Context: an optimization exercise on an open-source flow, tuned for small area, a short achievable clock period and few clock cycles. The choices shown serve that exercise and are no tape-out recipe.
RTL that was checked went through simulation tests only; none was proved equivalent to the original.
Power and IR drop assume default switching activity.

// divider
module divider(
	input wire [31:0] dividend,
	input wire [31:0] divisor,
	input clk,
	input rst,
	input start,
	output wire [31:0] quotient,
	output wire [31:0] remainder,
	output wire busy,
	output wire done
);
Settings: LEC_CHECK=0, CAP_MARGIN=20, CORE_MARGIN=2, CORE_UTILIZATION=40, PLACE_DENSITY=0.6, SETUP_SLACK_MARGIN=2, SLEW_MARGIN=20; clock period 8.0 ns.
standard.sh (not shown) runs the stock make flow with config.mk's settings and CLKGATE_MAP_FILE= SYNTH_SCRIPT=/design/flow/synth_recipe.tcl, a recipe that flattens the netlist after the stock synthesis.
==> flow/flow/run.sh <==
#!/bin/bash
set -euo pipefail
export BUFFER_PORTS_ARGS="-buffer_cell sky130_fd_sc_hd__buf_1"
bash standard.sh > standard_flow.log 2>&1
The first run ran to the end with no violations.
Testbench counts at the start, summed over its fixed seeds: cycles 6,289.
Next try:
==> flow/run.sh (new file) <==
#!/bin/bash
# synth_recipe.tcl (not shown) runs the flow's synth.tcl, then flattens the netlist and writes it again
# the make line also repeats each setting of config.mk as NAME=value (left out here)
make -C /OpenROAD-flow-scripts/flow DESIGN_CONFIG=/design/flow/config.mk WORK_HOME=/design/flow/orfs CLKGATE_MAP_FILE= SYNTH_SCRIPT=/design/flow/synth_recipe.tcl finish
Settings changed: SETUP_SLACK_MARGIN 2 to 3.
removed: flow/flow/run.sh
removed: flow/standard.sh
- critical path depth goes down by 1
- routed wire length goes up by 15%
- sequential share of layout area goes down by 6.4 points
Next try:
Settings changed: SETUP_SLACK_MARGIN 3 to 2.
Result: Sequential cell count does not change. Via count goes down by a little under a tenth. Total power fell by about a fifth. Cell area came out lower by about a fifth. Wire length went down by roughly a tenth. Final cell count is lower by a few percent. Sequential power drops slightly. Clock-buffer cell count stays the same. Worst setup slack gets worse by 0.33 ns. Fmax shrinks by a few percent. Synthesized cell count stays the same.
Next try:
Settings changed: SETUP_SLACK_MARGIN 2 to unset.
Routed wire length falls by a few percent.
Worst setup slack gets worse by 0.63 ns.
First-iteration DRC count went up by a few percent.
Register-to-register slack got worse by 0.72 ns.
Combinational power drops by a few percent.
Next try:
==> flow/flow/run.sh (new file) <==
#!/bin/bash
set -euo pipefail
export BUFFER_PORTS_ARGS="-buffer_cell sky130_fd_sc_hd__buf_2"
bash standard.sh > standard_flow.log 2>&1
==> flow/standard.sh (new file) <==
#!/bin/bash
# synth_recipe.tcl (not shown) runs the flow's synth.tcl, then flattens the netlist and writes it again
# the make line also repeats each setting of config.mk as NAME=value (left out here)
make -C /OpenROAD-flow-scripts/flow DESIGN_CONFIG=/design/flow/config.mk WORK_HOME=/design/flow/orfs CLKGATE_MAP_FILE= SYNTH_SCRIPT=/design/flow/synth_recipe.tcl "${@:-finish}"
Settings changed: SETUP_SLACK_MARGIN set to 2.
removed: flow/run.sh
Power rises slightly; wire length rises slightly; die area stays the same; non-clock buffer count rises by 14; maximum frequency rises by roughly a tenth; setup slack improved by 0.66 ns; count of clock-buffer cells in the layout is unchanged; first-iteration DRC count rises by a few percent.


divider, a different RTL version from the one above (not shown whole).
For scale: roughly 99 flip-flops, about 130 I/O pins, roughly 8900 um^2 of cells after synthesis.
Design divider, start of the top module:
module divider(
	input wire [31:0] dividend,
	input wire [31:0] divisor,
	input clk,
	input rst,
	input start,
	output wire [31:0] quotient,
	output wire [31:0] remainder,
	output wire busy,
	output wire done
);
export LEC_CHECK = 0
export CAP_MARGIN = 20
export CORE_MARGIN = 2
export CORE_UTILIZATION = 50
export PLACE_DENSITY = 0.6
export SETUP_SLACK_MARGIN = 2.75
export SLEW_MARGIN = 20
create_clock -name core_clock -period 8.0 [get_ports {clk}]
==> flow/flow/run.sh <==
#!/bin/bash
set -euo pipefail
export BUFFER_PORTS_ARGS="-buffer_cell sky130_fd_sc_hd__buf_1"
export CTS_ARGS="-sink_clustering_enable -repair_clock_nets -dont_use_dummy_load"
bash standard.sh > standard_flow.log 2>&1
Testbench counts at the start, summed over its fixed seeds: cycles 5,255.
Edit:
- CORE_UTILIZATION: 50 -> 60
- PLACE_DENSITY: 0.6 -> 0.65
- SETUP_SLACK_MARGIN: 2.75 -> 2.5
Outcome: The new run went through all stages and came out clean. Non-clock buffer count fell by 34. Total power fell by 10%. Global-route usage rose by 3.5 points. Via count fell by 1.9%. Sequential power fell by 5.9%. Worst hold slack gets worse by 0.010 ns. Worst setup slack gets worse by 0.15 ns.
Edit:
- CORE_UTILIZATION: 60 -> 50
- PLACE_DENSITY: 0.65 -> 0.7
What happened: Routed wire length came out lower slightly. Cell count rises by a few percent. Count of clock-buffer cells in the layout stays the same. Design area shrinks slightly. Via count falls slightly. Total power goes down by a few percent.
Edit:
- PLACE_DENSITY: 0.7 -> 0.6
- SETUP_SLACK_MARGIN: 2.5 -> 2.25
Global-route usage barely changes.
Clock-buffer cell count stays the same.
Wire length is higher slightly.
Design area decreases by a few percent.
Non-clock buffer count is lower by 19.
First-iteration DRC count went down by about a fifth.
Sequential cell count stays the same.
Power came out lower by a few percent.
Maximum frequency decreases by a few percent.
Die area stays the same.
Via count decreases by a few percent.


Another version of the RTL of divider (not shown whole).
For scale: roughly 99 flip-flops, about 130 I/O pins.
Design divider, start of the top module:
module divider(
	input wire [31:0] dividend,
	input wire [31:0] divisor,
	input clk,
	input rst,
	input start,
	output wire [31:0] quotient,
	output wire [31:0] remainder,
	output wire busy,
	output wire done
);
	reg [31:0] q;
	reg [31:0] r;
	reg [32:0] d;
	reg running;
	reg done_r;
	assign quotient = q;
	assign remainder = r;
	assign busy = running;
	assign done = done_r;
	function [5:0] lzc;
		input [31:0] x;
		reg [15:0] v1; reg [15:0] c1;
		reg [7:0] v2; reg [15:0] c2;
		reg [3:0] v3; reg [11:0] c3;
		reg [1:0] v4; reg [7:0] c4;
		reg v5; reg [4:0] c5;
		integer k;
		begin
			for (k = 0; k < 16; k = k + 1) begin
				v1[k] = x[2*k+1] | x[2*k];
				c1[k] = ~x[2*k+1];
			end
			for (k = 0; k < 8; k = k + 1) begin
				v2[k] = v1[2*k+1] | v1[2*k];
				c2[2*k+:2] = v1[2*k+1] ? {1'b0, c1[2*k+1]} : {1'b1, c1[2*k]};
			end
			for (k = 0; k < 4; k = k + 1) begin
				v3[k] = v2[2*k+1] | v2[2*k];
				c3[3*k+:3] = v2[2*k+1] ? {1'b0, c2[4*k+2+:2]} : {1'b1, c2[4*k+:2]};
			end
			for (k = 0; k < 2; k = k + 1) begin
				v4[k] = v3[2*k+1] | v3[2*k];
				c4[4*k+:4] = v3[2*k+1] ? {1'b0, c3[6*k+3+:3]} : {1'b1, c3[6*k+:3]};
			end
			v5 = v4[1] | v4[0];
			c5 = v4[1] ? {1'b0, c4[7:4]} : {1'b1, c4[3:0]};
			lzc = v5 ? {1'b0, c5} : 6'd32;
		end
	endfunction
	wire [5:0] za = lzc(dividend);
	wire [5:0] zb = lzc(divisor);
	wire b_zero = (divisor == 32'd0);
	wire b_one = (divisor == 32'd1);
	wire a_less = (za > zb);              
	wire [4:0] sh = zb[4:0] - za[4:0];    
	wire [32:0] s0 = {divisor, 1'b0};
	wire [32:0] s1 = sh[1] ? {s0[30:0], 2'b0} : s0;
	wire [32:0] s2 = sh[2] ? {s1[28:0], 4'b0} : s1;
	wire [32:0] s3 = sh[3] ? {s2[24:0], 8'b0} : s2;
	wire [32:0] s4 = sh[4] ? {s3[16:0], 16'b0} : s3;
	wire [32:0] sa_x = {1'b0, r};
	wire [32:0] sa_y = ~(d);
	wire [32:0] sa_p = sa_x ^ sa_y;
	wire [32:0] sa_g0 = sa_x & sa_y;
	wire sa_G0_0 = sa_g0[0] | (sa_p[0] & 1'b1);
	wire sa_G1_1 = sa_g0[1] | (sa_p[1] & sa_G0_0);
	wire sa_G1_3 = sa_g0[3] | (sa_p[3] & sa_g0[2]);
  ...
Settings: LEC_CHECK=0, CAP_MARGIN=20, CORE_MARGIN=2, CORE_UTILIZATION=40, PLACE_DENSITY=0.6, SETUP_SLACK_MARGIN=3, SLEW_MARGIN=20, TNS_END_PERCENT=0; clock period 8.0 ns.
==> flow/flow/run.sh <==
#!/bin/bash
set -euo pipefail
export BUFFER_PORTS_ARGS="-buffer_cell sky130_fd_sc_hd__buf_1"
bash standard.sh > standard_flow.log 2>&1
Testbench counts at the start, summed over its fixed seeds: cycles 5,255.
Then changed:
CORE_UTILIZATION = 45   (was 40)
PLACE_DENSITY = 0.7   (was 0.6)
SETUP_SLACK_MARGIN = 2.5   (was 3)
TNS_END_PERCENT = unset   (was 0)
The changed run finished clean.
Total power came out higher slightly.
Sequential power shrinks slightly.
Synthesized cell count stays the same.
Sequential cell count is unchanged.
Global-route usage grows by 1.6 points.
Area after synthesis is unchanged.
Then changed:
CORE_UTILIZATION = 40   (was 45)
PLACE_DENSITY = 0.6   (was 0.7)
Worst setup slack improves by 0.080 ns.
Critical path depth decreases by 2.
Register-to-register slack improves by 0.09 ns.


old:
divider, a different RTL version from the one above (not shown whole).
Size: roughly 1000 cells after synthesis, ~100 flip-flops, ~130 I/O pins.
Settings: LEC_CHECK=0, CAP_MARGIN=20, CORE_MARGIN=2, CORE_UTILIZATION=50, PLACE_DENSITY=0.6, SETUP_SLACK_MARGIN=2, SLEW_MARGIN=20; clock period 8.0 ns.
Scripts as last shown in full above: flow/flow/run.sh
The final layout from old, which completed every stage, passed the timing, design-rule and antenna checks at the end of the flow.
Testbench counts of old, summed over its fixed seeds: cycles 6,289.
Modified inputs, new compared to old
Settings: CORE_UTILIZATION now 40, was 50.
Notes after the runs:
Summary of new over old: net switching power moved down, area enclosed by the die boundary moved up, critical path depth moved down, shortest period the worst path allows moved down.


v19:
divider with an RTL version that a note above also has.
Size: ~99 flip-flops, ~130 I/O pins.
clock: 8.0 ns
lec_check: 0
cap_margin: 20
core_margin: 2
core_utilization: 40
place_density: 0.6
setup_slack_margin: 2.75
slew_margin: 20
Scripts as last shown in full above: flow/flow/run.sh
Testbench counts of v19, summed over its fixed seeds: cycles 5,255.
#### Input delta (v27 over v19)
- SETUP_SLACK_MARGIN changed from 2.75 to 2.5
- TNS_END_PERCENT newly set to 0
Notes after the runs:
v27: all stages complete, timing, DRC and antenna checks passed
Going from v19 to v27, worst setup slack saw a decrease; routed metal-1 wirelength dropped 3.2%.
In the final reports, the cell area of v27 is smaller than that of v19.
Summary of v27 over v19: final wirelength lost 1.1%; pin count of the biggest net entering global routing picked up an extra 18; first-iteration DRC count lost about 9%; clock period minus worst slack picked up an extra 0.27 ns.
v27 and v19 ended up with roughly the same global-route wire length before repair.
For insertion delay of the later-clocked pin in the worst-skew pair, v19 and v27 come out practically identical.
In v27, sequential share of layout area is higher than in v19.
### v27 -> v47
- TNS_END_PERCENT no longer set, was 0
- CTS_CLUSTER_SIZE now 60, previously not set
- CTS_CLUSTER_DIAMETER now 150, previously not set
### Flow results
Looking at core utilization of the finished layout, v47 sits 0.83 points lower than v27 does.
The transition time of the tightest slew-check pin of v47 falls short of that of v27 by 0.0043 ns.
q[24] as the termination of the worst setup path was reported by v47, and r[17] by v27.
Of v47 and v27, the lower routed via count divided by cell count belongs to v47.
There was hardly any difference in part of the power in combinational logic between v47 and v27.
In terms of cell area power density, v47 and v27 differ only marginally.
v47 reports its category of the most critical setup path as in -> reg while v27 reports reg -> reg.
Compared with v27, v47 shows a lower cell depth of the worst flop-to-flop path.
From v27 to v47 the numbers moved as follows: layout overhead on the synthesized area down 2.1 points, post-route cell area down about 1.7%, final-layout clock buffer total up 1, setup slack after placement up 0.16 ns.
The inputs of v34 differ from those of v47 as listed below.
- swapping 60 for 35 in CTS_CLUSTER_SIZE
- clearing CTS_CLUSTER_DIAMETER, which used to be 150
==> comparison <==
- Diff v34..v47 | routability congestion estimate | negligible
- Re sequential cell count: no difference whatsoever between v34 and v47.
- CTS sink count: v47 vs v34 identical
- As far as total power after layout goes, v34 and v47 are indistinguishable; the numbers are identical.
- Reported for v34 and v47, register bit count reported by yosys turned out identical to the last digit.
- Diff v34..v47 | global-route usage over all layers | unchanged
Here is what was changed in the inputs of v36 compared with v34.
- changing SETUP_SLACK_MARGIN from 2.5 to 2
- removing CTS_CLUSTER_SIZE (formerly 35)
--- outcome ---
In the tables for v34 and v36, overall power of the completed layout reads higher with v34.
v36 does worse than v34 on first-iteration DRC count.
Compared with v34, in v36 fraction of the cycle the final worst path needs up 5.2 points; wire length of the first global-routing pass flat.
v36 reports its startpoint-to-endpoint class of the critical path as reg -> reg while v34 reports in -> reg.


Another version of the RTL of divider (not shown whole).
Size: roughly 1,200 cells after synthesis, roughly 99 flip-flops, roughly 130 I/O pins, roughly 9100 um2 of cells after synthesis.
export LEC_CHECK = 0
export CAP_MARGIN = 20
export CORE_MARGIN = 2
export CORE_UTILIZATION = 40
export PLACE_DENSITY = 0.6
export SETUP_SLACK_MARGIN = 2.5
export SLEW_MARGIN = 20
create_clock -name core_clock -period 8.0 [get_ports {clk}]
==> flow/flow/run.sh <==
#!/bin/bash
set -euo pipefail
export BUFFER_PORTS_ARGS="-buffer_cell sky130_fd_sc_hd__buf_1"
export CTS_ARGS="-sink_clustering_enable -repair_clock_nets -dont_use_dummy_load"
bash standard.sh > standard_flow.log 2>&1
Testbench counts at the start, summed over its fixed seeds: cycles 5,255.
Edit:
==> flow/flow/run.sh (replaced) <==
#!/bin/bash
set -euo pipefail
export BUFFER_PORTS_ARGS="-buffer_cell sky130_fd_sc_hd__buf_1"
bash standard.sh > standard_flow.log 2>&1
SETUP_SLACK_MARGIN = 2   (was 2.5)
Setup slack gets worse by 0.43 ns.
Die area is unchanged.
Global-route usage is lower by 0.18 points.
Final area goes down by about 3.3%.
Via count shrinks by about 0.7%.
Sequential share of layout area came out higher by 0.64 points.
Final cell count goes down by about 0.8%.
Power came out lower by 4.0%.
Critical path depth fell by 2.
Sequential cell count does not change.
Sequential power barely changes.
Edit:
==> flow/flow/run.sh (replaced) <==
#!/bin/bash
set -euo pipefail
export BUFFER_PORTS_ARGS="-buffer_cell sky130_fd_sc_hd__buf_1"
export CTS_ARGS="-sink_clustering_enable -repair_clock_nets -dont_use_dummy_load"
bash standard.sh > standard_flow.log 2>&1
CORE_UTILIZATION = 50   (was 40)
SETUP_SLACK_MARGIN = 2.5   (was 2)
What happened: Total power went up by about 1.1%; routed wire length went up by 3.6%; global-route usage went up by 6.8 points; sequential power went down by about 1%; setup slack is better by 0.42 ns; cell count went down by 2.9%; cell area went up by about 2%; maximum frequency went up by 7.8%; sequential share of layout area went down by 0.38 points; die area went down by about 20%.


Another version of the RTL of divider (not shown whole).
Size in the first run: roughly 1000 cells after synthesis, about 100 flip-flops, roughly 130 I/O pins, ~9500 µm² of cells after synthesis.
## divider
module divider(
	input wire [31:0] dividend,
	input wire [31:0] divisor,
	input clk,
	input rst,
	input start,
	output wire [31:0] quotient,
	output wire [31:0] remainder,
	output wire busy,
	output wire done
);
	reg [31:0] q;
	reg [31:0] r;
	reg [32:0] d;
	reg [3:0] cnt;
	reg running;
	reg done_r;
	assign quotient = q;
	assign remainder = r;
	assign busy = running;
	assign done = done_r;
	function [5:0] lzc;
		input [31:0] x;
		reg [15:0] v1; reg [15:0] c1;
		reg [7:0] v2; reg [15:0] c2;
		reg [3:0] v3; reg [11:0] c3;
		reg [1:0] v4; reg [7:0] c4;
		reg v5; reg [4:0] c5;
		integer k;
		begin
			for (k = 0; k < 16; k = k + 1) begin
				v1[k] = x[2*k+1] | x[2*k];
				c1[k] = ~x[2*k+1];
			end
			for (k = 0; k < 8; k = k + 1) begin
				v2[k] = v1[2*k+1] | v1[2*k];
				c2[2*k+:2] = v1[2*k+1] ? {1'b0, c1[2*k+1]} : {1'b1, c1[2*k]};
			end
			for (k = 0; k < 4; k = k + 1) begin
				v3[k] = v2[2*k+1] | v2[2*k];
				c3[3*k+:3] = v2[2*k+1] ? {1'b0, c2[4*k+2+:2]} : {1'b1, c2[4*k+:2]};
			end
			for (k = 0; k < 2; k = k + 1) begin
				v4[k] = v3[2*k+1] | v3[2*k];
				c4[4*k+:4] = v3[2*k+1] ? {1'b0, c3[6*k+3+:3]} : {1'b1, c3[6*k+:3]};
			end
			v5 = v4[1] | v4[0];
			c5 = v4[1] ? {1'b0, c4[7:4]} : {1'b1, c4[3:0]};
			lzc = v5 ? {1'b0, c5} : 6'd32;
		end
	endfunction
	wire [5:0] za = lzc(dividend);
	wire [5:0] zb = lzc(divisor);
	wire b_zero = (divisor == 32'd0);
	wire a_less = (za > zb);              
	wire [4:0] sh = zb[4:0] - za[4:0];    
	wire [32:0] s0 = {divisor, 1'b0};
	wire [32:0] s1 = sh[1] ? {s0[30:0], 2'b0} : s0;
	wire [32:0] s2 = sh[2] ? {s1[28:0], 4'b0} : s1;
	wire [32:0] s3 = sh[3] ? {s2[24:0], 8'b0} : s2;
  ...
clock: 8.0 ns
lec_check: 0
cap_margin: 20
core_margin: 2
core_utilization: 40
place_density: 0.6
setup_slack_margin: 2
slew_margin: 20
==> flow/flow/run.sh <==
#!/bin/bash
set -euo pipefail
export BUFFER_PORTS_ARGS="-buffer_cell sky130_fd_sc_hd__buf_1"
bash standard.sh > standard_flow.log 2>&1
Edit:
- SETUP_SLACK_MARGIN: 2 -> 2.5
What happened: The changed run passed the timing, design-rule and antenna checks; area after synthesis does not change; via count came out higher by 2.6%; power came out higher by 6.3%; synthesized cell count does not change; clock power hardly moves; core utilization came out higher by 2.6 points.
No run of this note included a check of the RTL's function; only the layout flow was run.

[afterwards: timing with drivers on the ports]
In the flow no input, the clock included, has a driving cell. The finished layouts below were timed again as built, in two steps. Step 1: set_driving_cell puts a clkbuf_16 on clk and a buf_2 on each other input, an assumption about the parent block. Step 2 times the ports against the registers' clock, not the clock port: input delays grow and output delays shrink by t, the midpoint of the rising clock arrivals with the driver on. Three values: no drivers, after step 1, after step 2; two values: the first two.
run | t, ns | setup slack, ns | worst slew at a driven data input, ns
the first run of note 1 | 0.414 | 2.242 / 2.263 / 1.849 | 0.03
the second run of note 1 | 0.416 | 2.435 / 2.437 / 2.021 | 0.06
the third run of note 1 | 0.411 | 2.108 / 2.127 / 1.715 | 0.04
the fourth run of note 1 | 0.407 | 1.482 / 1.504 / 1.097 | 0.05
the fifth run of note 1 | 0.408 | 2.143 / 2.166 / 1.758 | 0.03
the first run of note 2 | 0.396 | 2.724 / 2.724 / 2.428 | 0.05
the second run of note 2 | 0.393 | 2.569 / 2.593 / 2.200 | 0.06
the third run of note 2 | 0.394 | 2.600 / 2.624 / 2.231 | 0.05
the fourth run of note 2 | 0.383 | 2.460 / 2.460 / 2.147 | 0.06
the first run of note 3 | 0.410 | 2.690 / 2.716 / 2.306 | 0.04
the second run of note 3 | 0.393 | 2.556 / 2.574 / 2.181 | 0.06
the third run of note 3 | 0.398 | 2.636 / 2.656 / 2.258 | 0.05
old | 0.406 | 2.201 / 2.201 / 1.910 | 0.04
new | 0.402 | 2.268 / 2.268 / 1.914 | 0.04
v19 | 0.409 | 2.752 / 2.759 / 2.350 | 0.05
v27 | 0.400 | 2.484 / 2.484 / 2.253 | 0.04
v47 | 0.398 | 2.636 / 2.656 / 2.258 | 0.05
v34 | 0.398 | 2.636 / 2.656 / 2.258 | 0.05
v36 | 0.404 | 2.216 / 2.216 / 1.923 | 0.05
the first run of note 6 | 0.397 | 2.673 / 2.699 / 2.302 | 0.04
the second run of note 6 | 0.405 | 2.242 / 2.267 / 1.861 | 0.04
the third run of note 6 | 0.396 | 2.659 / 2.688 / 2.292 | 0.03
the first run of note 7 | 0.412 | 2.211 / 2.211 / 1.904 | 0.05
the second run of note 7 | 0.411 | 2.536 / 2.536 / 2.301 | 0.05
After both steps every run listed still meets setup and hold. The setup slack of the second run of note 1, which loses most, moves by +0.002 ns with the drivers and by -0.414 ns with both steps.
